Source: an optimization exercise on an open RTL-to-GDS flow (aim: small area). Production flows keep margins and buffers that such runs may drop. Only simulation tests tie the RTL to the original design; equivalence was not proved.

## before
Design mips_single_cycle, start of the top module:
module mips_single_cycle (rst, clk, inst_adr, inst, data_adr, data_in, data_out, mem_read, mem_write);
  input rst, clk;
  output [31:0] inst_adr;
  input  [31:0] inst;
  output [31:0] data_adr;
  input  [31:0] data_in;
  output [31:0] data_out;
  output mem_read, mem_write;
  wire [5:0] op = inst[31:26];
  wire [5:0] fn = inst[5:0];
  wire [4:0] rs = inst[25:21];
  wire [4:0] rt = inst[20:16];
  wire [4:0] rd = inst[15:11];
  wire [31:0] se = {{16{inst[15]}}, inst[15:0]};
  wire is_r    = (op == 6'b000000);
  wire is_lw   = (op == 6'b100011);
  wire is_sw   = (op == 6'b101011);
  wire is_beq  = (op == 6'b000100);
  wire is_addi = (op == 6'b001001);
  wire is_slti = (op == 6'b001010);
  wire is_j    = (op == 6'b000010);
  wire is_jal  = (op == 6'b000011);
  wire is_jr   = (op == 6'b000110);
  wire f_add = (fn == 6'b100000);
  wire f_sub = (fn == 6'b100011);
  wire f_or  = (fn == 6'b100101);
  wire f_slt = (fn == 6'b101010);
  wire do_sub   = is_beq | is_slti | (is_r & (f_sub | f_slt));
  wire do_slt   = is_slti | (is_r & f_slt);
  wire logic_op = is_r & ~(f_add | f_sub | f_slt);
  wire do_or    = f_or;
  wire alu_src  = ~(is_r | is_beq);
  reg  [31:0] pc;
  wire [31:0] a, b_reg;
  wire [31:0] alu_y_n, sum;
  wire eq;
  alu ALU (.a(a), .b(alu_src ? se : b_reg), .sub(do_sub), .logic_op(logic_op),
           .do_or(do_or), .do_slt(do_slt), .y_n(alu_y_n), .sum(sum), .eq(eq));
  wire [31:0] pc4, btgt;
  shl2 NPC (.pc(pc), .imm(inst[15:0]), .pc4(pc4), .btgt(btgt));
  always @(posedge clk)
    if (rst) pc <= 32'd0;
    else if (is_j) pc <= {pc4[31:28], inst[25:0], 2'b00};
    else if (is_jal | is_jr) pc <= se;
    else if (is_beq & eq) pc <= btgt;
    else pc <= pc4;
  wire reg_write = is_r | is_lw | is_addi | is_slti | is_jal;
  wire [4:0] wr_reg = is_jal ? 5'd31 : is_r ? rd : rt;
  wire [31:0] wr_data_n = rst ? 32'hffffffff : is_jal ? ~pc4 : is_lw ? ~data_in : alu_y_n;
  wire [31:0] wr_data;
  genvar k;
  generate
    for (k = 0; k < 32; k = k + 1) begin : wd
      inv_cell I (.a(wr_data_n[k]), .y(wr_data[k]));
    end
  endgenerate
  reg_file RF (.clk(clk), .rst(rst), .we(reg_write), .wr_reg(wr_reg), .wr_data(wr_data),
               .rd_reg1(rs), .rd_reg2(rt), .rd_data1(a), .rd_data2(b_reg));
  ...
==> module mips_single_cycle, before the edit <==
module mips_single_cycle (rst, clk, inst_adr, inst, data_adr, data_in, data_out, mem_read, mem_write);
  input rst, clk;
  output [31:0] inst_adr;
  input  [31:0] inst;
  output [31:0] data_adr;
  input  [31:0] data_in;
  output [31:0] data_out;
  output mem_read, mem_write;
  wire [5:0] op = inst[31:26];
  wire [5:0] fn = inst[5:0];
  wire [4:0] rs = inst[25:21];
  wire [4:0] rt = inst[20:16];
  wire [4:0] rd = inst[15:11];
  wire [31:0] se = {{16{inst[15]}}, inst[15:0]};
  wire is_r    = (op == 6'b000000);
  wire is_lw   = (op == 6'b100011);
  wire is_sw   = (op == 6'b101011);
  wire is_beq  = (op == 6'b000100);
  wire is_addi = (op == 6'b001001);
  wire is_slti = (op == 6'b001010);
  wire is_j    = (op == 6'b000010);
  wire is_jal  = (op == 6'b000011);
  wire is_jr   = (op == 6'b000110);
  wire f_add = (fn == 6'b100000);
  wire f_sub = (fn == 6'b100011);
  wire f_or  = (fn == 6'b100101);
  wire f_slt = (fn == 6'b101010);
  wire do_sub   = is_beq | is_slti | (is_r & (f_sub | f_slt));
  wire do_slt   = is_slti | (is_r & f_slt);
  wire logic_op = is_r & ~(f_add | f_sub | f_slt);
  wire do_or    = f_or;
  wire alu_src  = ~(is_r | is_beq);
  reg  [31:0] pc;
  wire [31:0] a, b_reg;
  wire [31:0] alu_y_n, sum;
  wire eq;
  alu ALU (.a(a), .b(alu_src ? se : b_reg), .sub(do_sub), .logic_op(logic_op),
           .do_or(do_or), .do_slt(do_slt), .y_n(alu_y_n), .sum(sum), .eq(eq));
  wire [31:0] pc4, btgt;
  shl2 NPC (.pc(pc), .imm(inst[15:0]), .pc4(pc4), .btgt(btgt));
  always @(posedge clk)
    if (rst) pc <= 32'd0;
    else if (is_j) pc <= {pc4[31:28], inst[25:0], 2'b00};
    else if (is_jal | is_jr) pc <= se;
    else if (is_beq & eq) pc <= btgt;
    else pc <= pc4;
  wire reg_write = is_r | is_lw | is_addi | is_slti | is_jal;
  wire [4:0] wr_reg = is_jal ? 5'd31 : is_r ? rd : rt;
  wire [31:0] wr_data_n = rst ? 32'hffffffff : is_jal ? ~pc4 : is_lw ? ~data_in : alu_y_n;
  wire [31:0] wr_data;
  genvar k;
  generate
    for (k = 0; k < 32; k = k + 1) begin : wd
      inv_cell I (.a(wr_data_n[k]), .y(wr_data[k]));
    end
  endgenerate
  reg_file RF (.clk(clk), .rst(rst), .we(reg_write), .wr_reg(wr_reg), .wr_data(wr_data),
               .rd_reg1(rs), .rd_reg2(rt), .rd_data1(a), .rd_data2(b_reg));
  assign inst_adr  = pc;
  assign data_adr  = sum;
  assign data_out  = b_reg;
  assign mem_read  = is_lw;
  assign mem_write = is_sw;
endmodule
==> module inv_cell, before the edit <==
module inv_cell (a, y);
  input a;
  output y;
  assign y = ~a;
endmodule
==> flow/config.mk <==
export PLATFORM = sky130hd
export DESIGN_NAME = mips_single_cycle
export DESIGN_NICKNAME = mips_single_cycle
export VERILOG_FILES = /design/flow/design.v
export SDC_FILE = /design/flow/constraint.sdc
export NUM_CORES = 4
export LEC_CHECK = 0
export CAP_MARGIN = 5
export CELL_PAD_IN_SITES_DETAIL_PLACEMENT = 1
export CORE_MARGIN = 2
export CORE_UTILIZATION = 45
export PLACE_DENSITY = 0.5
export SETUP_SLACK_MARGIN = 0.0
export SLEW_MARGIN = 5
export SYNTH_HIERARCHICAL = 1
==> flow/constraint.sdc <==
create_clock -name core_clock -period 10.0 [get_ports {clk}]
set_input_delay 2.0000 -clock core_clock [delete_from_list [all_inputs] [get_ports {clk}]]
set_output_delay 2.0000 -clock core_clock [all_outputs]
set_load 0.01 [all_outputs]
standard.sh (not shown) runs the stock make flow with config.mk's settings and CLKGATE_MAP_FILE= SYNTH_SCRIPT=/design/flow/synth_recipe.tcl, a recipe that flattens the netlist after the stock synthesis.
==> flow/flow/run.sh <==
#!/bin/bash
set -euo pipefail
export BUFFER_PORTS_ARGS="-buffer_cell sky130_fd_sc_hd__buf_2"
export CTS_ARGS="-sink_clustering_enable -repair_clock_nets -dont_use_dummy_load -buf_list {sky130_fd_sc_hd__clkbuf_16} -sink_clustering_size 24 -sink_clustering_max_diameter 100"
export FASTROUTE_TCL="$(pwd)/flow/fastroute.tcl"
bash standard.sh > standard.log 2>&1
==> flow/flow/fastroute.tcl <==
# Global routing layers: reserve more of met1/met2 for pin access so that
# the global router moves long wires up to met3/met4.
set_global_routing_layer_adjustment met1 0.6
set_global_routing_layer_adjustment met2 0.4
set_global_routing_layer_adjustment met3 0.2
set_global_routing_layer_adjustment met4 0.2
set_global_routing_layer_adjustment met5 0.2
set_routing_layers -clock met3-met5
set_routing_layers -signal met1-met5
The following lists how after was set up differently from before:
diff --git a/flow/design.v b/flow/design.v
--- a/flow/design.v
+++ b/flow/design.v
@@ -185,12 +185,5 @@
   wire reg_write = is_r | is_lw | is_addi | is_slti | is_jal;
   wire [4:0] wr_reg = is_jal ? 5'd31 : is_r ? rd : rt;
-  wire [31:0] wr_data_n = rst ? 32'hffffffff : is_jal ? ~pc4 : is_lw ? ~data_in : alu_y_n;
-  wire [31:0] wr_data;
-  genvar k;
-  generate
-    for (k = 0; k < 32; k = k + 1) begin : wd
-      inv_cell I (.a(wr_data_n[k]), .y(wr_data[k]));
-    end
-  endgenerate
+  wire [31:0] wr_data = rst ? 32'd0 : is_jal ? pc4 : is_lw ? data_in : ~alu_y_n;
   reg_file RF (.clk(clk), .rst(rst), .we(reg_write), .wr_reg(wr_reg), .wr_data(wr_data),
                .rd_reg1(rs), .rd_reg2(rt), .rd_data1(a), .rd_data2(b_reg));
@@ -201,7 +194,2 @@
   assign mem_write = is_sw;
 endmodule
-module inv_cell (a, y);
-  input a;
-  output y;
-  assign y = ~a;
-endmodule
--- outcome ---
Compared to before, after reaches a lower achievable clock.
Post-synthesis share of cell area spent on and, or, nand and nor gates, before and after: larger value in after
Relative to before, the synthesized area of after is lower by 0.56%.
Global-route usage came out lower on after than on before.
Looking at before and after, the die outline width is a wash.
On via count, before loses to after.
Compared before against after; worst-case hold slack within noise.
after: all stages complete, timing, DRC and antenna checks passed

-- afterwards: timing with drivers on the ports --
How much do the figures lean on ideal ports? The routed layouts below were timed once more, with nothing changed but the port constraints. Step 1: set_driving_cell puts a clkbuf_16 on clk and a buf_2 on each other input, an assumption about the parent block. Step 2, shift: input delay + t, output delay - t, t = (earliest + latest rising clock arrival at the registers) / 2. This alone moves slack from input paths to output paths. Slacks: ideal / step 1 / step 2; pairs: ideal / step 1.
| run | t, ns | setup WS [ns] | worst setup path at the end | worst slew at a driven data input, ns |
|---|---|---|---|---|
| before | 0.738 | 0.364 / 0.340 / -0.196 | input to register | 0.07 |
| after | 0.742 | 0.258 / 0.236 / -0.054 | input to register | 0.07 |
With both steps, setup timing fails in before and after, where it was met with ideal ports. The setup slack of before, which loses most, moves by -0.024 ns with the drivers and by -0.560 ns with both steps.
